Background: an optimization exercise with open tools, aiming at small area and a short achievable clock period. Do not read the settings as production practice. At most, simulation tests tie the RTL to the original design; equivalence was not proved. No functional check of the RTL was part of runs 1 to 3. Power is estimated from default activity; no workload was simulated.

==> design/flow/design.v <==
`timescale 1ns/1ps
module regfile(input             clk,
               input             we,
               input      [4:0]  ra1, ra2, wa,
               input      [31:0] wd,
               output     [31:0] rd1, rd2,
               output     [31:0] r31);
  wire [31:0] q   [0:31];
  wire [31:0] t1  [0:31];
  wire [31:0] t2  [0:31];
  assign q[0]  = 32'b0;
  assign t1[0] = 32'b0;
  assign t2[0] = 32'b0;
  genvar i;
  generate
    for (i = 1; i < 32; i = i + 1) begin : r
      reg  [31:0] R;
      wire        wen = we & (wa == i);
      always @(posedge clk)
        if (wen) R <= wd;
      assign q[i]  = R;
      assign t1[i] = t1[i-1] | (R & {32{ra1 == i}});
      assign t2[i] = t2[i-1] | (R & {32{ra2 == i}});
    end
  endgenerate
  assign rd1 = t1[31];
  assign rd2 = t2[31];
  assign r31 = q[31];
endmodule
module alu(input      [31:0] a, b,
           input      [2:0]  alucont,
           output reg [31:0] result);
  wire [31:0] b2, sum;
  assign b2  = alucont[2] ? ~b : b;
  assign sum = a + b2 + alucont[2];
  always @(*)
    case (alucont[1:0])
      2'b00: result = a & b;
      2'b01: result = a | b;
      2'b10: result = sum;
      2'b11: result = {31'b0, sum[31]};
    endcase
endmodule
`timescale 1ns/1ps
module mips(input         clk, reset,
            output [31:0] pc,
            input  [31:0] instr,
            output        memwrite,
            output [31:0] memaddr,
            output [31:0] memwritedata,
            input  [31:0] memreaddata);
  reg  [31:0] pcF;           
  reg  [31:0] pcprev;        
  reg  [11:0] ctlD;          
  reg  [19:0] fldD;          
  reg         sltiD;         
  reg  [31:0] srcaE, wdE, immE;
  reg  [4:0]  wregE;
  reg         fa1E, fa2E, fb1E, fb2E;   
  reg  [2:0]  aluctlE;
  reg         rtypeE, alusrcE;
  reg         memtoregE, memwriteE, branchE, regwriteE, jumpE;
  reg  [31:0] aluoutM, wdM;
  reg  [4:0]  wregM;
  reg         eqM;
  reg         memtoregM, memwriteM, branchM, regwriteM;
  reg  [31:0] resultW;
  reg  [4:0]  wregW;
  reg         regwriteW;
  wire [31:0] instrD = {ctlD[11:6], fldD, ctlD[5:0]};
  wire [5:0]  opD    = instrD[31:26];
  wire [5:0]  functD = instrD[5:0];
  wire [4:0]  rsD    = instrD[25:21];
  wire [4:0]  rtD    = instrD[20:16];
  wire [4:0]  rdD    = instrD[15:11];
  wire [15:0] immD   = instrD[15:0];
  reg signext, shiftl16, regwrite, regdst, alusrc, branch, memwrite_d,
      memtoreg, jump;
  reg [1:0] aluop;
  always @(*) begin
    {signext, shiftl16, regwrite, regdst, alusrc, branch, memwrite_d,
     memtoreg, jump, aluop} = 11'b0;
    case (opD)
      6'b000000:
        if (functD == 6'b001000)      {jump} = 1'b1;                       
        else if (functD != 6'b000000) {regwrite, regdst, aluop} = 4'b1111;  
      6'b100011: {signext, regwrite, alusrc, memtoreg} = 4'b1111;           
      6'b101011: {signext, alusrc, memwrite_d} = 3'b111;                    
      6'b000100,
      6'b000101: {signext, branch, aluop} = 4'b1101;                        
      6'b001000,
      6'b001001: {signext, regwrite, alusrc} = 3'b111;                      
      6'b001101: {regwrite, alusrc, aluop} = 4'b1110;                       
      6'b001111: {shiftl16, regwrite, alusrc} = 3'b111;                     
      6'b000010: {jump} = 1'b1;                                             
      6'b000011: {regwrite, jump} = 2'b11;                                  
      6'b001010: {signext, regwrite, alusrc, aluop} = 5'b11111;             
      default: ;
    endcase
  end
  reg [2:0] aluctlD;
  always @(*)
    case (aluop)
      2'b00: aluctlD = 3'b010;
      2'b01: aluctlD = 3'b110;
      2'b10: aluctlD = 3'b001;
      default:
        case (functD)
          6'b100010, 6'b100011: aluctlD = 3'b110;
          6'b100100:            aluctlD = 3'b000;
          6'b100101:            aluctlD = 3'b001;
          6'b101010, 6'b101011: aluctlD = 3'b111;
          default:              aluctlD = 3'b010;
        endcase
    endcase
  wire isjrD = (opD == 6'b000000) & (functD == 6'b001000);
  wire [31:0] signimmD = {{16{signext & immD[15]}}, immD};
  wire [31:0] shimmD   = shiftl16 ? {immD, 16'b0} : signimmD;
  wire stall = memtoregE & ((rsD == wregE) | (rtD == wregE));
  wire pcsrc = branchM & (opD[0] ^ eqM);
  wire flush = pcsrc | jumpE;
  wire bubble = stall | flush;
  wire [31:0] rd1, rd2, r31;
  wire        jumpW = jumpE;
  regfile rf(
    .clk (clk),
    .we  (regwriteW),
    .ra1 (rsD),
    .ra2 (rtD),
    .wa  (jumpW ? 5'd31 : wregW),
    .wd  (jumpW ? pcF : resultW),
    .rd1 (rd1),
    .rd2 (rd2),
    .r31 (r31));
  wire fwdA = regwriteW & (wregW == rsD);
  wire fwdB = regwriteW & (wregW == rtD);
  wire [31:0] srcaD = fwdA ? resultW : rd1;
  wire [31:0] wdD   = fwdB ? resultW : rd2;
  wire [31:0] pcplus4  = pcF + 32'd4;
  wire [31:0] pcbranch = pcprev + {signimmD[29:0], 2'b00};
  wire [31:0] pcnext   = ~flush ? pcplus4 :
                         isjrD  ? r31 :
                         pcsrc  ? pcbranch : pcplus4;
  always @(posedge clk, posedge reset)
    if (reset)       pcF <= 32'b0;
    else if (~stall) pcF <= pcnext;
  always @(posedge clk)
    pcprev <= pcF;
  always @(posedge clk, posedge reset)
    if (reset)       ctlD <= 12'b0;
    else if (~stall) ctlD <= flush ? 12'b0 : {instr[31:26], instr[5:0]};
  always @(posedge clk)
    if (~stall) begin
      fldD  <= flush ? 20'b0 : instr[25:6];
      sltiD <= ~flush & (instr[31:26] == 6'b001010);
    end
  always @(posedge clk) begin
    srcaE   <= srcaD;
    wdE     <= wdD;
    immE    <= shimmD;
    wregE   <= regdst ? rdD : rtD;
    fa1E    <= regwriteE & (wregE == rsD);
    fa2E    <= regwriteM & (wregM == rsD);
    fb1E    <= regwriteE & (wregE == rtD);
    fb2E    <= regwriteM & (wregM == rtD);
    aluctlE <= aluctlD;
    rtypeE  <= aluop == 2'b11;
    alusrcE <= alusrc;
  end
  always @(posedge clk, posedge reset)
    if (reset) {memtoregE, memwriteE, branchE, regwriteE, jumpE} <= 5'b0;
    else       {memtoregE, memwriteE, branchE, regwriteE, jumpE} <=
                 bubble ? 5'b0 : {memtoreg, memwrite_d, branch, regwrite, jump};
  wire [31:0] srcA = fa1E ? aluoutM : fa2E ? resultW : srcaE;
  wire [31:0] srcB = fb1E ? aluoutM : fb2E ? resultW : wdE;
  wire [31:0] opB  = alusrcE ? immE : srcB;
  wire [2:0]  alucontrol = (rtypeE & sltiD) ? 3'b111 : aluctlE;
  wire [31:0] aluout;
  alu alu(
    .a       (srcA),
    .b       (opB),
    .alucont (alucontrol),
    .result  (aluout));
  always @(posedge clk) begin
    aluoutM <= aluout;
    wdM     <= srcB;
    wregM   <= wregE;
    eqM     <= srcA == opB;
  end
  always @(posedge clk, posedge reset)
    if (reset) {memtoregM, memwriteM, branchM, regwriteM} <= 4'b0;
    else       {memtoregM, memwriteM, branchM, regwriteM} <=
                 {memtoregE, memwriteE, branchE, regwriteE};
  assign pc           = pcF;
  assign memwrite     = memwriteM;
  assign memaddr      = aluoutM;
  assign memwritedata = wdM;
  always @(posedge clk) begin
    resultW <= memtoregM ? memreaddata : aluoutM;
    wregW   <= wregM;
  end
  always @(posedge clk, posedge reset)
    if (reset) regwriteW <= 1'b0;
    else       regwriteW <= regwriteM;
endmodule
==> design/flow/run.sh <==
#!/bin/bash
# synth_recipe.tcl (not shown) runs the flow's synth.tcl, then flattens the netlist and writes it again
# the make line also repeats each setting of config.mk as NAME=value (left out here)
make -C /OpenROAD-flow-scripts/flow DESIGN_CONFIG=/design/flow/config.mk WORK_HOME=/design/flow/orfs CLKGATE_MAP_FILE= SYNTH_SCRIPT=/design/flow/synth_recipe.tcl finish
==> design/flow/config.mk <==
export PLATFORM = sky130hd
export DESIGN_NAME = mips
export DESIGN_NICKNAME = mips
export VERILOG_FILES = /design/flow/design.v
export SDC_FILE = /design/flow/constraint.sdc
export NUM_CORES = 4
export LEC_CHECK = 0
export ABC_CLOCK_PERIOD_IN_PS = 3500
export CAP_MARGIN = 20
export CORE_MARGIN = 2
export CORE_UTILIZATION = 40
export PLACE_DENSITY = 0.6
export SETUP_SLACK_MARGIN = 3.5
export SLEW_MARGIN = 20
==> design/flow/constraint.sdc <==
create_clock -name core_clock -period 7.0 [get_ports {clk}]
set_input_delay 1.4000 -clock core_clock [delete_from_list [all_inputs] [get_ports {clk}]]
set_output_delay 1.4000 -clock core_clock [all_outputs]
set_load 0.01 [all_outputs]
==> impl_metrics.json, run 1 <==
{
  "setup_ws_ps": 3110,
  "synth_nets": 4778,
  "final_common_cell": "edfxtp_1",
  "period_minus_slack_ps": 3890,
  "avgViaCountPerCell": 7.27,
  "wirelength_microns": 281000,
  "whs_ps": 349,
  "core_region_area_sq_um": 145000,
  "setup_viol": 0,
  "seq_area_frac_synth_pct": 62.9,
  "vias": 49900,
  "cts_root_buffer": "clkbuf_16",
  "worst_pin_slew_ps": 1320,
  "min_period_over_period_pct": 55.6,
  "power_density_nw_per_um2": 333,
  "final-hold-violation-count": 0,
  "end_kind": "flip-flop",
  "async_flop_share_pct": 4.10,
  "vdd_drop_max_mv": 0.183,
  "synth_ff_type": "edfxtp_1",
  "max-clock-path-buffers": 3,
  "finalClockSkew_ps": 39.6,
  "pre_cts_ws_ps": 2420,
  "r2r_end": "aluoutM[24]$_DFF_P_",
  "nNetsFinal": 5021,
  "gp_congestion": 0.972,
  "dieWidth_microns": 386,
  "antenna_found_initial": 17,
  "final_cell_area_sq_um": 69400,
  "worstPathRequired_ps": 7730,
  "syn_avg_cell_area_sq_um": 12.7,
  "synth_seq_cells": 1316,
  "crit_arrival_ps": 4620,
  "final_core_util_pct": 47.8,
  "ant_nets": 0,
  "min-delay-start": "memwriteE$_DFF_PP0_",
  "startpoint_type": "flip-flop",
  "drive_gt1_share_pct": 16.3,
  "overflow": 0,
  "gr-usage-all-layers_pct": 36.5,
  "wl_per_cell_microns": 40.9,
  "tns_ps": 0,
  "path_class": "flip-flop to flip-flop",
  "status": "no timing/DRC/antenna violations",
  "num_rows": 140,
  "synth_cell_types": 76,
  "reg2reg_from": "fb2E$_DFF_P_",
  "r2r_setup_slack_ps": 3110,
  "r2r_cells": 19,
  "final_max_slew_viol_count": 0,
  "ys_warn_count": 3,
  "syn_to_final_growth_pct": 18.7,
  "cp_max_fo": 6,
  "place_area_sq_um": 63300,
  "clkSinkCount": 1316,
  "drt_iter0_drc": 10900,
  "whs_endpoint": "memwriteM$_DFF_PP0_",
  "start_util_pct": 40.2,
  "dieArea_sq_um": 149000,
  "grt_max_degree": 65,
  "rsz0062_at_grt": "yes",
  "synth_area_sq_um": 58500,
  "synth_cells": 4586,
  "whs_path_depth": 0,
  "synth-edff-count": 1013,
  "grt_pass1_vias": 46600,
  "clk_pin_slew_ps": 60,
  "tritoncts": "done",
  "cap_violations": 0,
  "drc": 0,
  "min_path_type": "flip-flop to flip-flop",
  "final_cell_mix": "edfxtp_1, a22oi_1, a22o_1",
  "postCtsHoldBufs": 0,
  "cts_buffers": 138,
  "power_leakage_nw": 23.8,
  "die_h_microns": 386,
  "clkLatencyLatePin_ps": 810,
  "io_buffers": 162,
  "total_power_mw": 23.1,
  "post-dp-hpwl_microns": 163000,
  "stdcell_count": 6868,
  "ioPinCount": 163,
  "max_freq_ghz": 0.257,
  "drtPass1Iterations": 15,
  "dpl.cell_count": 6509,
  "slew_headroom_pct": 12.0,
  "cts.htree.levels": 4,
  "grt_first_pass_wirelength_microns": 375000
}
## kinds of logic after synthesis
kind of cell / after synthesis / synth area share, %
flip-flops: 1316 / 62.9
multiplexers: 158 / 2.87
adder cells (fa/ha/maj): 126 / 2.72
buffers and inverters: 431 / 2.78
AO/OA/AOI/OAI: 1495 / 19.2
AND/OR/NAND/NOR: 948 / 7.89
XOR/XNOR: 112 / 1.68
## final cells by class
cell class,count,area [sq um]
fillers,12700,76000
clock inverters,81,772
well taps,1917,2400
inverters,127,477
multi-input cells,2840,21600
repair buffers,406,3660
clock buffers,170,3680
flip-flops and latches,1316,36800
diodes,11,27.5
## repair_timing
item / in CTS / in global routing
gates resized for setup: 113 / 89
setup buffers: 54 / 39
hold endpoints to repair: 0 / 0
endpoints found under the setup margin: 91 / 77
cloned: 2 / 0
pin swaps: 21 / 30
## where the power goes
| group | switching, mW | internal (mW) |
|---|---|---|
| registers | 0.886 | 9.82 |
| clock network | 3.26 | 4.11 |
| logic | 3.23 | 1.79 |
| total | 7.38 | 15.7 |
## cell usage after synthesis (30+ instances only)
library cell / count / area share [%]
a21o_1: 44 / 0.56
a21oi_1: 238 / 2.0
a221oi_1: 246 / 3.7
a222oi_1: 64 / 1.1
a22o_1: 246 / 3.7
a22oi_1: 415 / 5.3
and2_1: 31 / 0.33
buf_1: 44 / 0.28
clkbuf_1: 259 / 1.7
dfrtp_1: 54 / 2.3
dfxtp_1: 249 / 8.5
edfxtp_1: 1013 / 52
ha_1: 124 / 2.7
inv_1: 127 / 0.82
mux2_2: 71 / 1.4
mux2i_1: 86 / 1.5
nand2_1: 128 / 0.82
nand3_1: 105 / 0.90
nand4_1: 149 / 1.6
nor2_1: 322 / 2.1
nor2b_1: 30 / 0.32
nor3_1: 88 / 0.75
o21ai_0: 112 / 0.96
xnor2_1: 43 / 0.64
xor2_1: 69 / 1.0
## sequential cells by signal, summed over array words and instances (netlist names), 3 cells and up
| register | cells |
|---|---|
| rf.r.R | 992 |
| aluoutM | 32 |
| immE | 32 |
| pcF | 32 |
| pcprev | 32 |
| resultW | 32 |
| srcaE | 32 |
| wdE | 32 |
| wdM | 32 |
| fldD | 20 |
| ctlD | 12 |
| wregE | 5 |
| wregM | 5 |
| wregW | 5 |
| aluctlE | 3 |
## critical path: stages (launching register included)
cell       delay [ps]
dfxtp_4           420
buf_8             160
mux2i_1           190
nor2_1             80
a21oi_2           150
nor2_1             80
a21oi_2           200
xor2_1            180
ha_1              260
a21o_1            180
a211oi_2          250
o2111ai_2         190
nand2_2           150
o41ai_4           110
a41oi_2           240
buf_4             160
nor2_1             40
or4b_1            460
a21oi_1           160
o311a_1           160
## worst max path at each step
stage / slack (ps) / from / to
floorplan: 3420 / ctlD[9]$_DFFE_PP0N_ / pcF[29]$_DFFE_PP0N_
global placement: 2370 / fb2E$_DFF_P_ / aluoutM[24]$_DFF_P_
detailed placement: 2420 / fb2E$_DFF_P_ / aluoutM[22]$_DFF_P_
CTS: 3140 / fb2E$_DFF_P_ / aluoutM[28]$_DFF_P_
finish: 3110 / fb2E$_DFF_P_ / aluoutM[24]$_DFF_P_
global route: 2910 / fb1E$_DFF_P_ / aluoutM[24]$_DFF_P_
## per-layer routing
metal	share of wire [%]	GRT usage (%)	wire length, microns	vias to the layer above
met4	9.6	27.1	27000	26
li1	-	-	-	18900
met1	33	42.7	91400	24100
met2	41	52.3	115000	5311
met3	17	16.7	46900	1625
met5	0.14	0.845	387	-
==> run 2, diff against run 1 <==
--- a/design/flow/design.v
+++ b/design/flow/design.v
@@ -7,32 +7,46 @@
                output     [31:0] r31);
-  wire [31:0] q   [0:31];
-  wire [31:0] t1  [0:31];
-  wire [31:0] t2  [0:31];
-  assign q[0]  = 32'b0;
-  assign t1[0] = 32'b0;
-  assign t2[0] = 32'b0;
-  genvar i;
+  reg  [31:0] R [1:31];
+  wire [31:1] s1, s2;
+  genvar i, b;
   generate
     for (i = 1; i < 32; i = i + 1) begin : r
-      reg  [31:0] R;
-      wire        wen = we & (wa == i);
       always @(posedge clk)
-        if (wen) R <= wd;
-      assign q[i]  = R;
-      assign t1[i] = t1[i-1] | (R & {32{ra1 == i}});
-      assign t2[i] = t2[i-1] | (R & {32{ra2 == i}});
+        if (we & (wa == i)) R[i] <= wd;
+      assign s1[i] = ra1 == i;
+      assign s2[i] = ra2 == i;
+    end
+    for (b = 0; b < 32; b = b + 1) begin : c
+      wire [31:1] col;
+      for (i = 1; i < 32; i = i + 1) begin : g
+        assign col[i] = R[i][b];
+      end
+      rdsel p1(.d(col), .s(s1), .y(rd1[b]));
+      rdsel p2(.d(col), .s(s2), .y(rd2[b]));
     end
   endgenerate
-  assign rd1 = t1[31];
-  assign rd2 = t2[31];
-  assign r31 = q[31];
+  assign r31 = R[31];
+endmodule
+module rdsel(input [31:1] d, input [31:1] s, output y);
+  wire [10:0] n;
+  genvar k;
+  generate
+    for (k = 0; k < 10; k = k + 1) begin : g
+      aoi222 a(.a1(d[3*k+1]), .a2(s[3*k+1]),
+               .b1(d[3*k+2]), .b2(s[3*k+2]),
+               .c1(d[3*k+3]), .c2(s[3*k+3]), .y(n[k]));
+    end
+  endgenerate
+  assign n[10] = ~(d[31] & s[31]);
+  assign y = ~(&n[3:0]) | ~(&n[7:4]) | ~(&n[10:8]);
+endmodule
+module aoi222(input a1, a2, b1, b2, c1, c2, output y);
+  assign y = ~((a1 & a2) | (b1 & b2) | (c1 & c2));
 endmodule
 module alu(input      [31:0] a, b,
-           input      [2:0]  alucont,
+           input             cin,
+           input      [1:0]  sel,
            output reg [31:0] result);
-  wire [31:0] b2, sum;
-  assign b2  = alucont[2] ? ~b : b;
-  assign sum = a + b2 + alucont[2];
+  wire [31:0] sum = a + b + cin;
   always @(*)
-    case (alucont[1:0])
+    case (sel)
       2'b00: result = a & b;
@@ -58,5 +72,6 @@
   reg  [4:0]  wregE;
-  reg         fa1E, fa2E, fb1E, fb2E;   
-  reg  [2:0]  aluctlE;
-  reg         rtypeE, alusrcE;
+  reg         fa0E, fa1E, fa2E;   
+  reg         fb0E, fb1E, fb2E;   
+  reg  [1:0]  aluselE;
+  reg         subE, alusrcE;
   reg         memtoregE, memwriteE, branchE, regwriteE, jumpE;
@@ -134,2 +149,7 @@
     .r31 (r31));
+  wire fa1N = regwriteE & (wregE == rsD);
+  wire fa2N = regwriteM & (wregM == rsD);
+  wire fb1N = regwriteE & (wregE == rtD);
+  wire fb2N = regwriteM & (wregM == rtD);
+  wire subN = aluctlD[2] | (aluop == 2'b11 & sltiN);
   wire fwdA = regwriteW & (wregW == rsD);
@@ -151,7 +171,7 @@
     else if (~stall) ctlD <= flush ? 12'b0 : {instr[31:26], instr[5:0]};
-  always @(posedge clk)
-    if (~stall) begin
-      fldD  <= flush ? 20'b0 : instr[25:6];
-      sltiD <= ~flush & (instr[31:26] == 6'b001010);
-    end
+  wire sltiN = stall ? sltiD : ~flush & (instr[31:26] == 6'b001010);
+  always @(posedge clk) begin
+    if (~stall) fldD <= flush ? 20'b0 : instr[25:6];
+    sltiD <= sltiN;
+  end
   always @(posedge clk) begin
@@ -159,10 +179,12 @@
     wdE     <= wdD;
-    immE    <= shimmD;
+    immE    <= shimmD ^ {32{subN}};
     wregE   <= regdst ? rdD : rtD;
-    fa1E    <= regwriteE & (wregE == rsD);
-    fa2E    <= regwriteM & (wregM == rsD);
-    fb1E    <= regwriteE & (wregE == rtD);
-    fb2E    <= regwriteM & (wregM == rtD);
-    aluctlE <= aluctlD;
-    rtypeE  <= aluop == 2'b11;
+    fa0E    <= ~fa1N & ~fa2N;
+    fa1E    <= fa1N;
+    fa2E    <= ~fa1N & fa2N;
+    fb0E    <= ~fb1N & ~fb2N;
+    fb1E    <= fb1N;
+    fb2E    <= ~fb1N & fb2N;
+    aluselE <= (aluop == 2'b11 & sltiN) ? 2'b11 : aluctlD[1:0];
+    subE    <= subN;
     alusrcE <= alusrc;
@@ -173,12 +195,14 @@
                  bubble ? 5'b0 : {memtoreg, memwrite_d, branch, regwrite, jump};
-  wire [31:0] srcA = fa1E ? aluoutM : fa2E ? resultW : srcaE;
-  wire [31:0] srcB = fb1E ? aluoutM : fb2E ? resultW : wdE;
-  wire [31:0] opB  = alusrcE ? immE : srcB;
-  wire [2:0]  alucontrol = (rtypeE & sltiD) ? 3'b111 : aluctlE;
+  wire [31:0] srcA = ({32{fa1E}} & aluoutM) | ({32{fa2E}} & resultW) |
+                     ({32{fa0E}} & srcaE);
+  wire [31:0] srcB = ({32{fb1E}} & aluoutM) | ({32{fb2E}} & resultW) |
+                     ({32{fb0E}} & wdE);
+  wire [31:0] opB  = alusrcE ? immE : srcB ^ {32{subE}};
   wire [31:0] aluout;
   alu alu(
-    .a       (srcA),
-    .b       (opB),
-    .alucont (alucontrol),
-    .result  (aluout));
+    .a      (srcA),
+    .b      (opB),
+    .cin    (subE),
+    .sel    (aluselE),
+    .result (aluout));
   always @(posedge clk) begin
@@ -187,3 +211,3 @@
     wregM   <= wregE;
-    eqM     <= srcA == opB;
+    eqM     <= srcA == srcB;
   end
--- a/design/flow/config.mk
+++ b/design/flow/config.mk
@@ -10,5 +10,6 @@
 export CORE_MARGIN = 2
-export CORE_UTILIZATION = 40
-export PLACE_DENSITY = 0.6
+export CORE_UTILIZATION = 55
+export PLACE_DENSITY = 0.65
 export SETUP_SLACK_MARGIN = 3.5
 export SLEW_MARGIN = 20
+export SYNTH_HIERARCHICAL = 1
==> impl_metrics.json, run 2 <==
{
  "yosysTopAreaCell": "edfxtp_1",
  "yosys-top-cells-area": "edfxtp_1, a222oi_1, dfxtp_1",
  "antenna_found_initial": 20,
  "cp_slowest_cell": "a2111o_1",
  "clockPowerShare_pct": 31.1,
  "place_area_sq_um": 61000,
  "seq_area_frac_synth_pct": 64.7,
  "pre_cts_ws_ps": 2930,
  "setup_ws_ps": 3430,
  "critPathTopFamily": "compound AO/OA/AOI/OAI gates",
  "final_cell_mix": "edfxtp_1, a222oi_1, dfxtp_1",
  "crit_arrival_ps": 4220,
  "vias": 45200,
  "top_register": "rf.R",
  "end_kind": "flip-flop",
  "crit_chain": "nand2b_2 -> nor2_2 -> buf_4 -> a222oi_1 -> nand4_1 -> a2111o_1 -> mux2_2",
  "async_flop_share_pct": 4.10,
  "grt_pass1_vias": 42200,
  "wl_per_cell_microns": 39.1,
  "tns_ps": 0,
  "path_class": "flip-flop to flip-flop",
  "drc": 0,
  "finalClockSkew_ps": 38.3,
  "max_freq_ghz": 0.280,
  "power_leakage_nw": 23.5,
  "io_buffers": 162,
  "ys_warn_count": 10,
  "cts.htree.levels": 4,
  "syn_to_final_growth_pct": 17.0,
  "synth_cell_types": 97,
  "postCtsHoldBufs": 0,
  "cpPeakStageDelay_ps": 640,
  "cp_num_cells": 7,
  "stdcell_count": 5891,
  "synth_nets": 4183,
  "combinationalPowerShare_pct": 22.7,
  "total_power_mw": 23.5,
  "drtPass1Iterations": 13,
  "synth_cells": 4019,
  "dpl.cell_count": 5548,
  "grt_first_pass_wirelength_microns": 317000,
  "rsz0062_at_grt": "yes",
  "cap_violations": 0,
  "synth_area_sq_um": 56900,
  "slew_headroom_pct": 27.6,
  "intPower_mw": 15.8,
  "setup_viol": 0,
  "synth-edff-count": 1012,
  "cp_max_fo": 32,
  "final_cell_area_sq_um": 66500,
  "dieArea_sq_um": 106000,
  "overflow": 0,
  "gp_congestion": 1.01,
  "synth_common_cells": "edfxtp_1, a222oi_1, dfxtp_1, nand2_1, nor2_1",
  "reg2reg_from": "fldD[19]$_SDFFCE_PN0N_",
  "min_period_over_period_pct": 51.1,
  "tritoncts": "done",
  "synth_seq_cells": 1317,
  "max-clock-path-buffers": 3,
  "synth.top_cell.area_share_pct": 53.5,
  "num_rows": 117,
  "syn_avg_cell_area_sq_um": 14.1,
  "whs_endpoint": "memwriteM$_DFF_PP0_",
  "r2r_setup_slack_ps": 3430,
  "avgViaCountPerCell": 7.67,
  "min-delay-start": "memwriteE$_DFF_PP0_",
  "ant_nets": 0,
  "worstPathRequired_ps": 7650,
  "vdd_drop_max_mv": 0.240,
  "ioPinCount": 163,
  "grt_max_degree": 65,
  "post-dp-hpwl_microns": 140000,
  "clkLatencyLatePin_ps": 790,
  "final_common_cell": "edfxtp_1",
  "worst_pin_slew_ps": 1080,
  "cts_buffers": 139,
  "final_core_util_pct": 65.1,
  "whs_path_depth": 0,
  "yosysMostFrequentCell": "edfxtp_1",
  "power_switching_mw": 7.70,
  "period_minus_slack_ps": 3570,
  "synth_ff_type": "edfxtp_1",
  "die_h_microns": 326,
  "clkSinkCount": 1317,
  "startpoint_type": "flip-flop",
  "start_util_pct": 55.6,
  "nNetsFinal": 4569,
  "core_region_area_sq_um": 102000,
  "sequentialPowerShare_pct": 46.2,
  "drt_iter0_drc": 11500,
  "final_max_slew_viol_count": 0,
  "dieWidth_microns": 326,
  "power_density_nw_per_um2": 354,
  "r2r_cells": 7,
  "r2r_end": "srcaE[23]$_DFF_P_",
  "final-hold-violation-count": 0,
  "swShare_pct": 32.7,
  "clk_pin_slew_ps": 60,
  "largest_reg_flops": 992,
  "status": "no timing/DRC/antenna violations",
  "cts_root_buffer": "clkbuf_16",
  "gr-usage-all-layers_pct": 42.2,
  "wirelength_microns": 230000,
  "whs_ps": 356,
  "drive_gt1_share_pct": 16.7,
  "min_path_type": "flip-flop to flip-flop",
  "critPathBufInv": 1
}
## run 2: cell count changes in the layout (fill, tap and decap cells not counted), sizes merged, moves of 104 or more
cell and change:
nand2 +122, a22o -243, a21oi -104, a222oi +639, a221oi -234, a22oi -411
nor2 -139
## run 2: what timing repair did
action / CTS / global route
endpoints found under the setup margin: 86 / 80
pin swaps: 26 / 23
gates cloned: 1 / 0
setup buffers: 45 / 38
gates resized for setup: 42 / 62
## run 2: routing by layer
metal	part of all wire (%)	wire, microns	GRT usage, %	vias up
met1	34	77400	53.3	22100
li1	-	-	-	18200
met2	43	99400	62.4	4021
met4	8.3	19000	29.2	16
met5	0.041	94	0	-
met3	15	34200	13.0	821
## run 2: how the worst max path moves through the flow
stage	from	endpoint	slack (ps)
after CTS	ctlD[9]$_DFFE_PP0N_	pcF[31]$_DFFE_PP0N_	3450
after detailed placement	instr[26]	immE[19]$_DFF_P_	2930
after global placement	instr[26]	immE[25]$_DFF_P_	2990
after global routing	fb1E$_DFF_P_	aluoutM[16]$_DFF_P_	3330
final	fldD[19]$_SDFFCE_PN0N_	srcaE[23]$_DFF_P_	3430
after floorplan	jumpE$_DFF_PP0_	rf.R[3][0]$_DFFE_PP_	2680
## run 2: power by group through the flow
| stage | Combinational, mW | Clock [mW] | Sequential, mW |
|---|---|---|---|
| floorplan | 2.66 | 0 | 10.4 |
| global placement | 4.79 | 0 | 10.9 |
| detailed placement | 4.83 | 0 | 10.9 |
| CTS | 4.98 | 7.33 | 10.8 |
| global route | 5.55 | 7.63 | 10.8 |
| finish | 5.33 | 7.32 | 10.9 |
## run 2: cells by family after synthesis
logic type / after synthesis / share of synthesized area [%]
DFF: 1317 / 64.7
AOI/OAI and AO/OA: 1227 / 18.7
and+or+nand+nor: 814 / 7.20
buffers and inverters: 267 / 1.91
xor gates and xnor gates: 155 / 2.51
muxes: 141 / 2.78
adders and majority gates: 98 / 2.20
## run 2: modules after synthesis (local to each module, per instance)
module   flip-flops and latches  area, sq um
alu                           0         3000
aoi222                        0         10.0
regfile                     992        30500
mips                        325        15200
rdsel                         0         27.5
## run 2: layout make-up
cell class | instances | area (sq um)
diodes | 6 | 15.0
inverters | 148 | 567
clock buffers | 182 | 3770
clock inverters | 71 | 676
fillers | 7609 | 35700
multi-input cells | 2435 | 19700
well taps | 1368 | 1710
flip-flops and latches | 1317 | 36800
repair buffers | 364 | 3210
==> run 3, diff against run 2 <==
--- a/design/flow/config.mk
+++ b/design/flow/config.mk
@@ -12,3 +12,2 @@
 export PLACE_DENSITY = 0.65
-export SETUP_SLACK_MARGIN = 3.5
 export SLEW_MARGIN = 20
==> impl_metrics.json, run 3 <==
{
  "status": "no timing/DRC/antenna violations",
  "syn_to_final_growth_pct": 15.5,
  "setup_viol": 0,
  "worstPathRequired_ps": 7620,
  "clk_pin_slew_ps": 60,
  "dieArea_sq_um": 106000,
  "period_minus_slack_ps": 4270,
  "rsz0062_at_grt": "no",
  "synth_common_cells": "edfxtp_1, a222oi_1, dfxtp_1, nand2_1, nor2_1",
  "min_period_over_period_pct": 61.0,
  "synth-edff-count": 1012,
  "seq_area_frac_synth_pct": 64.7,
  "finalClockSkew_ps": 27.2,
  "crit_chain": "buf_4 -> a222oi_1 -> xor2_1 -> o21ai_0 -> fa_1 -> fa_1 -> a21o_1 -> a221oi_2 -> nand2b_4 -> o41ai_4 -> a31oi_1 -> xor2_1 -> o22ai_1",
  "synth_cell_types": 97,
  "final_cell_mix": "edfxtp_1, a222oi_1, dfxtp_1",
  "ctsResizeCount": 0,
  "ys_warn_count": 10,
  "swShare_pct": 32.5,
  "slew_headroom_pct": 22.3,
  "wl_per_cell_microns": 39.4,
  "vdd_drop_max_mv": 0.228,
  "combinationalPowerShare_pct": 22.0,
  "startpoint_type": "flip-flop",
  "cpPeakStageDelay_ps": 630,
  "antenna_found_initial": 30,
  "die_h_microns": 326,
  "nNetsFinal": 4488,
  "max_freq_ghz": 0.234,
  "final-hold-violation-count": 0,
  "overflow": 0,
  "final_max_slew_viol_count": 0,
  "num_rows": 117,
  "cp_max_fo": 32,
  "clockPowerShare_pct": 31.6,
  "cts_buffers": 139,
  "end_kind": "flip-flop",
  "grt_max_degree": 65,
  "yosys-top-cells-area": "edfxtp_1, a222oi_1, dfxtp_1",
  "ioPinCount": 163,
  "synth_area_sq_um": 56900,
  "worst_pin_slew_ps": 1170,
  "path_class": "flip-flop to flip-flop",
  "synth.top_cell.area_share_pct": 53.5,
  "final_core_util_pct": 64.3,
  "async_flop_share_pct": 4.10,
  "largest_reg_flops": 992,
  "tns_ps": 0,
  "cts_root_buffer": "clkbuf_16",
  "fillers": 7790,
  "drive_gt1_share_pct": 13.9,
  "yosysTopAreaCell": "edfxtp_1",
  "yosysMostFrequentCell": "edfxtp_1",
  "crit_arrival_ps": 4890,
  "post_cts_buffers": 0,
  "cts.htree.levels": 4,
  "synth_ff_type": "edfxtp_1",
  "critPathBufInv": 1,
  "io_buffers": 162,
  "cp_slowest_cell": "a222oi_1",
  "min-delay-start": "memwriteE$_DFF_PP0_",
  "clkSinkCount": 1317,
  "crit_start": "fb1E$_DFF_P_",
  "power_leakage_nw": 23.1,
  "cap_violations": 0,
  "intPower_mw": 15.7,
  "grt_pass1_vias": 41700,
  "avgViaCountPerCell": 7.75,
  "tritoncts": "done",
  "gp_congestion": 1.01,
  "min_path_type": "flip-flop to flip-flop",
  "reg2reg_from": "fb1E$_DFF_P_",
  "max-clock-path-buffers": 3,
  "final_common_cell": "edfxtp_1",
  "drt_iter0_drc": 11500,
  "postCtsHoldBufs": 0,
  "synth_seq_cells": 1317,
  "clkLatencyLatePin_ps": 770,
  "drtPass1Iterations": 13,
  "core_region_area_sq_um": 102000,
  "critPathTopFamily": "compound AO/OA/AOI/OAI gates",
  "vias": 45000,
  "whs_ps": 352,
  "gr-usage-all-layers_pct": 41.8,
  "synth_nets": 4183,
  "top_register": "rf.R",
  "post-dp-hpwl_microns": 141000,
  "power_switching_mw": 7.57,
  "grt_first_pass_wirelength_microns": 314000,
  "wirelength_microns": 229000,
  "syn_avg_cell_area_sq_um": 14.1,
  "synth_cells": 4019,
  "stdcell_count": 5809,
  "total_power_mw": 23.3,
  "power_density_nw_per_um2": 355,
  "sequentialPowerShare_pct": 46.4,
  "dpl.cell_count": 5550,
  "drc": 0,
  "ant_nets": 0,
  "start_util_pct": 55.6,
  "dieWidth_microns": 326
}
==> run 3: cell count changes in the layout (fill, tap and decap cells not counted), moves of 5 or more <==
cell      change
buf_4        -74
o21ai_0      +20
dfrtp_1      +19
dfrtp_2      -19
o21ai_1      -16
ha_1          +9
a21oi_1       +7
a21oi_2       -7
clkinv_1      -7
buf_6         -6
ha_2          -6
clkbuf_8      +5
==> run 3: worst reg2reg max path: cells and delay by family, from the launching register on <==
family	cells	cell delay, ps
AOI/OAI and AO/OA	7	2020
xor gates and xnor gates	2	380
adders and majority gates	2	960
buffers and inverters	1	240
DFF	1	290
and+or+nand+nor	1	240
==> run 3: cells by family after synthesis <==
kind of cell | Yosys count | share of synthesized area, %
xor gates and xnor gates | 155 | 2.51
muxes | 141 | 2.78
adders and majority gates | 98 | 2.20
DFF | 1317 | 64.7
and+or+nand+nor | 814 | 7.20
buffers and inverters | 267 | 1.91
AOI/OAI and AO/OA | 1227 | 18.7
==> run 3: power by group through the flow <==
stage | combinational, mW | clock (mW) | sequential, mW
6_report | 5.12 | 7.37 | 10.8
5_1_grt | 5.32 | 7.70 | 10.8
4_1_cts | 4.91 | 7.37 | 10.7
3_5_place_dp | 4.89 | 0 | 10.9
3_3_place_gp | 4.83 | 0 | 10.9
2_1_floorplan | 2.66 | 0 | 10.4
==> run 3: metrics by stage <==
| step | worst slack [ps] | area, sq um |
|---|---|---|
| after floorplan | 2680 | 56900 |
| after global placement | 2970 | 61000 |
| after detailed placement | 2930 | 61100 |
| after CTS | 2870 | 65600 |
| after global routing | 2570 | 65600 |
| final | 2730 | 65700 |
==> run 3: layout make-up <==
| cell class | instances | area (sq um) | area share [%] |
|---|---|---|---|
| Antenna cell | 8 | 20.0 | 0.0305 |
| Clock buffer | 187 | 3860 | 5.89 |
| Clock inverter | 63 | 653 | 0.995 |
| Inverter | 148 | 563 | 0.858 |
| Multi-Input combinational cell | 2435 | 19500 | 29.7 |
| Sequential cell | 1317 | 36800 | 56.0 |
| Tap cell | 1368 | 1710 | 2.61 |
| Timing Repair Buffer | 283 | 2580 | 3.93 |
==> run 3: modules after synthesis (local to each module, per instance) <==
| module | cells | times used | flip-flops and latches | area, sq um |
|---|---|---|---|---|
| rdsel | 4 | 64 | 0 | 27.5 |
| alu | 472 | 1 | 0 | 3000 |
| mips | 1518 | 1 | 325 | 15200 |
| aoi222 | 1 | 640 | 0 | 10.0 |
| regfile | 1133 | 1 | 992 | 30500 |
==> run 3: final timing paths <==
check	end	slack (ps)	depth (start not counted)
max in group asynchronous	jumpE$_DFF_PP0_	5230	3
worst max-delay path	aluoutM[26]$_DFF_P_	2730	13
worst min register to register	memwriteM$_DFF_PP0_	350	0
worst min-delay path	memwriteM$_DFF_PP0_	350	0
min in group asynchronous	pcF[19]$_DFFE_PP0N_	1180	3
worst max register to register	aluoutM[26]$_DFF_P_	2730	13
==> run 3: routing by layer <==
layer / vias to the layer above / GRT usage, % / share of wire (%)
li1: 18000 / - / -
met1: 21900 / 53.4 / 34
met2: 4195 / 60.7 / 43
met3: 863 / 12.9 / 15
met4: 24 / 29.5 / 8.4
met5: - / 0 / 0.073
==> run 4, diff against run 3 <==
--- a/design/flow/design.v
+++ b/design/flow/design.v
@@ -5,2 +5,4 @@
                input      [31:0] wd,
+               input             f1, f2,
+               input      [31:0] fd,
                output     [31:0] rd1, rd2,
@@ -14,4 +16,4 @@
         if (we & (wa == i)) R[i] <= wd;
-      assign s1[i] = ra1 == i;
-      assign s2[i] = ra2 == i;
+      assign s1[i] = ~f1 & (ra1 == i);
+      assign s2[i] = ~f2 & (ra2 == i);
     end
@@ -22,4 +24,4 @@
       end
-      rdsel p1(.d(col), .s(s1), .y(rd1[b]));
-      rdsel p2(.d(col), .s(s2), .y(rd2[b]));
+      rdsel p1(.d(col), .s(s1), .f(f1), .fd(fd[b]), .y(rd1[b]));
+      rdsel p2(.d(col), .s(s2), .f(f2), .fd(fd[b]), .y(rd2[b]));
     end
@@ -28,3 +30,3 @@
 endmodule
-module rdsel(input [31:1] d, input [31:1] s, output y);
+module rdsel(input [31:1] d, input [31:1] s, input f, fd, output y);
   wire [10:0] n;
@@ -38,3 +40,3 @@
   endgenerate
-  assign n[10] = ~(d[31] & s[31]);
+  assign n[10] = ~((d[31] & s[31]) | (f & fd));
   assign y = ~(&n[3:0]) | ~(&n[7:4]) | ~(&n[10:8]);
@@ -70,3 +72,6 @@
   reg         sltiD;         
-  reg  [31:0] srcaE, wdE, immE;
+  reg         sxD;           
+  reg  [31:0] srcaE, wdE;
+  reg  [15:0] immE;          
+  reg         luiE, sxE;     
   reg  [4:0]  wregE;
@@ -131,4 +136,3 @@
   wire isjrD = (opD == 6'b000000) & (functD == 6'b001000);
-  wire [31:0] signimmD = {{16{signext & immD[15]}}, immD};
-  wire [31:0] shimmD   = shiftl16 ? {immD, 16'b0} : signimmD;
+  wire [31:0] signimmD = {{16{sxD}}, immD};
   wire stall = memtoregE & ((rsD == wregE) | (rtD == wregE));
@@ -137,2 +141,10 @@
   wire bubble = stall | flush;
+  wire fa1N = regwriteE & (wregE == rsD);
+  wire fa2N = regwriteM & (wregM == rsD);
+  wire fb1N = regwriteE & (wregE == rtD);
+  wire fb2N = regwriteM & (wregM == rtD);
+  wire sltiN = stall ? sltiD : ~flush & (instr[31:26] == 6'b001010);
+  wire subN = aluctlD[2] | (aluop == 2'b11 & sltiN);
+  wire fwdA = regwriteW & (wregW == rsD);
+  wire fwdB = regwriteW & (wregW == rtD);
   wire [31:0] rd1, rd2, r31;
@@ -146,2 +158,5 @@
     .wd  (jumpW ? pcF : resultW),
+    .f1  (fwdA),
+    .f2  (fwdB),
+    .fd  (resultW),
     .rd1 (rd1),
@@ -149,19 +164,14 @@
     .r31 (r31));
-  wire fa1N = regwriteE & (wregE == rsD);
-  wire fa2N = regwriteM & (wregM == rsD);
-  wire fb1N = regwriteE & (wregE == rtD);
-  wire fb2N = regwriteM & (wregM == rtD);
-  wire subN = aluctlD[2] | (aluop == 2'b11 & sltiN);
-  wire fwdA = regwriteW & (wregW == rsD);
-  wire fwdB = regwriteW & (wregW == rtD);
-  wire [31:0] srcaD = fwdA ? resultW : rd1;
-  wire [31:0] wdD   = fwdB ? resultW : rd2;
+  wire [31:0] srcaD = rd1;
+  wire [31:0] wdD   = rd2;
   wire [31:0] pcplus4  = pcF + 32'd4;
   wire [31:0] pcbranch = pcprev + {signimmD[29:0], 2'b00};
-  wire [31:0] pcnext   = ~flush ? pcplus4 :
-                         isjrD  ? r31 :
-                         pcsrc  ? pcbranch : pcplus4;
-  always @(posedge clk, posedge reset)
-    if (reset)       pcF <= 32'b0;
-    else if (~stall) pcF <= pcnext;
+  wire        selJr    = ~stall & flush & isjrD;
+  wire        selBr    = ~stall & flush & ~isjrD & pcsrc;
+  wire        selP4    = ~stall & ~(flush & (isjrD | pcsrc));
+  wire [31:0] pcnext   = ({32{stall}} & pcF) | ({32{selP4}} & pcplus4) |
+                         ({32{selJr}} & r31) | ({32{selBr}} & pcbranch);
+  always @(posedge clk, posedge reset)
+    if (reset) pcF <= 32'b0;
+    else       pcF <= pcnext;
   always @(posedge clk)
@@ -171,5 +181,10 @@
     else if (~stall) ctlD <= flush ? 12'b0 : {instr[31:26], instr[5:0]};
-  wire sltiN = stall ? sltiD : ~flush & (instr[31:26] == 6'b001010);
-  always @(posedge clk) begin
-    if (~stall) fldD <= flush ? 20'b0 : instr[25:6];
+  always @(posedge clk) begin
+    if (~stall) begin
+      fldD <= flush ? 20'b0 : instr[25:6];
+      sxD  <= ~flush & instr[15] &
+              ((instr[31:26] == 6'b100011) | (instr[31:26] == 6'b101011) |
+               (instr[31:27] == 5'b00010) | (instr[31:26] == 6'b001000) |
+               (instr[31:26] == 6'b001001) | (instr[31:26] == 6'b001010));
+    end
     sltiD <= sltiN;
@@ -179,3 +194,5 @@
     wdE     <= wdD;
-    immE    <= shimmD ^ {32{subN}};
+    immE    <= immD;
+    luiE    <= shiftl16;
+    sxE     <= sxD;
     wregE   <= regdst ? rdD : rtD;
@@ -199,3 +216,4 @@
                      ({32{fb0E}} & wdE);
-  wire [31:0] opB  = alusrcE ? immE : srcB ^ {32{subE}};
+  wire [31:0] shimmE = luiE ? {immE, 16'b0} : {{16{sxE}}, immE};
+  wire [31:0] opB  = (alusrcE ? shimmE : srcB) ^ {32{subE}};
   wire [31:0] aluout;
--- a/design/flow/config.mk
+++ b/design/flow/config.mk
@@ -11,3 +11,7 @@
 export CORE_UTILIZATION = 55
+export CTS_BUF_LIST = sky130_fd_sc_hd__clkbuf_16
+export CTS_CLUSTER_DIAMETER = 80
+export CTS_CLUSTER_SIZE = 30
 export PLACE_DENSITY = 0.65
+export SETUP_SLACK_MARGIN = 3.5
 export SLEW_MARGIN = 20
==> impl_metrics.json, run 4 <==
{
  "yosysMostFrequentCell": "edfxtp_1",
  "cp_slowest_cell": "or4_4",
  "period_minus_slack_ps": 3800,
  "min_path_type": "flip-flop to flip-flop",
  "synth_ff_type": "edfxtp_1",
  "clkLatencyLatePin_ps": 760,
  "place_area_sq_um": 60400,
  "sequentialPowerShare_pct": 52.8,
  "drt_iter0_drc": 13100,
  "wl_per_cell_microns": 40.2,
  "synth_cell_types": 91,
  "final_max_slew_viol_count": 0,
  "num_rows": 116,
  "crit_arrival_ps": 4430,
  "seq_area_frac_synth_pct": 65.3,
  "clkSinkCount": 1304,
  "worstPathRequired_ps": 7640,
  "power_density_nw_per_um2": 309,
  "stdcell_count": 5761,
  "rsz0062_at_grt": "yes",
  "cp_max_fo": 32,
  "dieWidth_microns": 323,
  "min_period_over_period_pct": 54.2,
  "cpPeakStageDelay_ps": 760,
  "reg2reg_from": "fldD[18]$_SDFFCE_PP0N_",
  "tritoncts": "done",
  "avgViaCountPerCell": 7.86,
  "core_region_area_sq_um": 100000,
  "max_freq_ghz": 0.263,
  "startpoint_type": "flip-flop",
  "postCtsHoldBufs": 0,
  "combinationalPowerShare_pct": 26.6,
  "cts_buffers": 56,
  "grt_first_pass_wirelength_microns": 310000,
  "drtPass1Iterations": 13,
  "synth_area_sq_um": 55900,
  "worst_pin_slew_ps": 1130,
  "vdd_drop_max_mv": 0.276,
  "final-hold-violation-count": 0,
  "wirelength_microns": 231000,
  "yosys-top-cells-area": "edfxtp_1, a222oi_1, dfxtp_1",
  "async_flop_share_pct": 4.14,
  "final_cell_mix": "edfxtp_1, a222oi_1, buf_4",
  "power_leakage_nw": 22.6,
  "crit_start": "fldD[18]$_SDFFCE_PP0N_",
  "ioPinCount": 163,
  "antenna_found_initial": 7,
  "final_common_cell": "edfxtp_1",
  "clockPowerShare_pct": 20.6,
  "dpl.cell_count": 5432,
  "max-clock-path-buffers": 3,
  "cap_violations": 0,
  "vias": 45300,
  "grt_pass1_vias": 39900,
  "gp_congestion": 0.983,
  "gr-usage-all-layers_pct": 42.3,
  "slew_headroom_pct": 24.5,
  "swShare_pct": 34.9,
  "status": "no timing/DRC/antenna violations",
  "drive_gt1_share_pct": 17.8,
  "top_register": "rf.R",
  "tns_ps": 0,
  "drc": 0,
  "synth.top_cell.area_share_pct": 54.4,
  "cts.htree.levels": 2,
  "largest_reg_flops": 992,
  "io_buffers": 162,
  "cts_root_buffer": "clkbuf_16",
  "power_switching_mw": 7.06,
  "overflow": 0,
  "crit_chain": "xor2_1 -> nor4_1 -> and3_4 -> buf_12 -> or4b_4 -> nor2_2 -> buf_6 -> a222oi_1 -> nand4_1 -> or4_4",
  "end_kind": "flip-flop",
  "path_class": "flip-flop to flip-flop",
  "die_h_microns": 323,
  "final_core_util_pct": 65.2,
  "final_cell_area_sq_um": 65500,
  "synth_cells": 3895,
  "post-dp-hpwl_microns": 143000,
  "setup_viol": 0,
  "syn_avg_cell_area_sq_um": 14.4,
  "ant_nets": 0,
  "ys_warn_count": 10,
  "syn_to_final_growth_pct": 17.2,
  "min-delay-start": "branchE$_DFF_PP0_",
  "finalClockSkew_ps": 50.6,
  "yosysTopAreaCell": "edfxtp_1",
  "synth_seq_cells": 1304,
  "clk_pin_slew_ps": 120,
  "grt_max_degree": 63,
  "synth_nets": 4058,
  "start_util_pct": 55.7,
  "synth_common_cells": "edfxtp_1, a222oi_1, dfxtp_1, nand2_1, inv_1",
  "nNetsFinal": 4509,
  "synth-edff-count": 1013,
  "dieArea_sq_um": 104000,
  "intPower_mw": 13.2
}
## run 4: per-layer routing
layer	global-route usage (%)	part of all wire, %
met1	58.5	35
met2	61.4	42
met3	10.1	16
met4	23.8	7.5
met5	0	0.0099
## run 4: cell type report
class	instances	area (sq um)
timing repair buffer	499	5090
clock buffer	56	1400
tap	1357	1700
clock inverter	49	444
multi-input combinational	2316	19700
inverter	169	637
fill	7437	34900
sequential	1304	36500
antenna	11	27.5
## run 4: critical path: cells and delay by family, from the launching register on
kind                      cells  cell delay [ps]
DFF                           1              460
AOI/OAI and AO/OA             1              390
and+or+nand+nor               6             2290
xor gates and xnor gates      1              170
buffers and inverters         2              360
## run 4: worst paths after layout
kind                                          end  slack (ps)  cells after the start
worst min-delay path            branchM$_DFF_PP0_         370                      0
min in group asynchronous       pcF[24]$_DFF_PP0_        1210                      3
worst max-delay path             srcaE[4]$_DFF_P_        3200                     10
max in group asynchronous         jumpE$_DFF_PP0_        5200                      3
worst min register to register  branchM$_DFF_PP0_         370                      0
worst max register to register   srcaE[4]$_DFF_P_        3200                     10
## run 4: Yosys stat by module (local to each module, per instance)
| module | cells inside | times used | area (sq um) | flip-flops and latches |
|---|---|---|---|---|
| aoi222 | 1 | 640 | 10.0 | 0 |
| regfile | 1139 | 1 | 30600 | 992 |
| rdsel | 5 | 64 | 36.3 | 0 |
| alu | 446 | 1 | 3010 | 0 |
| mips | 1350 | 1 | 13600 | 312 |
## run 4: cells by family after synthesis
kind of cell	Yosys count	share of synthesized area, %
buffers and inverters	277	1.94
adders and majority gates	97	2.21
xor gates and xnor gates	139	2.18
muxes	106	2.08
AOI/OAI and AO/OA	1152	17.9
DFF	1304	65.3
and+or+nand+nor	820	8.37
## run 4: power by group through the flow
stage                     clock, mW  sequential (mW)  combinational (mW)
after floorplan                   0             10.3                2.53
after global placement            0             10.8                4.56
after detailed placement          0             10.8                4.61
after CTS                      4.17             10.6                4.91
after global routing           4.43             10.7                5.57
final                          4.18             10.7                5.39
## run 4: stage by stage
step / power, mW / setup WS [ps] / hold WS (ps)
after global placement: 15.4 / 2420 / 338
after global routing: 20.7 / 3170 / 375
after CTS: 19.7 / 3330 / 371
final: 20.3 / 3200 / 368
after detailed placement: 15.4 / 2480 / 346
after floorplan: 12.8 / 2730 / 331
## run 4: timing repair
item,in CTS,in global routing
pin swaps,68,106
endpoints found under the hold margin,0,0
setup endpoints to repair,123,110
cloned,6,14
buffers inserted,102,91
resized for setup,126,127

## what the ideal ports hide
How much do the figures lean on ideal ports? The routed layouts below were timed once more, with nothing changed but the port constraints.
Step 1: set_driving_cell puts a clkbuf_16 on clk and a buf_2 on each other input, an assumption about the parent block.
Step 2 adds t to the input delays and takes it off the output delays; t is the mean of the earliest and latest rising clock arrival at the registers after step 1. Input paths then give back, and output paths get back, about the clock's delay inside the block.
Three values: ideal ports, drivers, drivers and shift; two values: the first two.
run | t, ns | setup slack, ns | hold slack, ns | slew at the worst register clock pin (ns) | pins driven straight from the clock port
run 1 | 0.875 | 3.109 / 3.109 / 3.109 | 0.349 / 0.349 / 0.349 | 0.07 / 0.07 | 1
run 2 | 0.843 | 3.425 / 3.408 / 3.137 | 0.356 / 0.356 / 0.356 | 0.07 / 0.07 | 1
run 3 | 0.823 | 2.730 / 2.730 / 2.730 | 0.352 / 0.352 / 0.352 | 0.07 / 0.07 | 1
run 4 | 0.804 | 3.204 / 3.204 / 3.204 | 0.368 / 0.368 / 0.368 | 0.12 / 0.12 | 1
After both steps setup and hold are still met in every run listed. For run 2, which loses most, drivers alone change the setup slack by -0.017 ns; drivers and shift together by -0.288 ns.
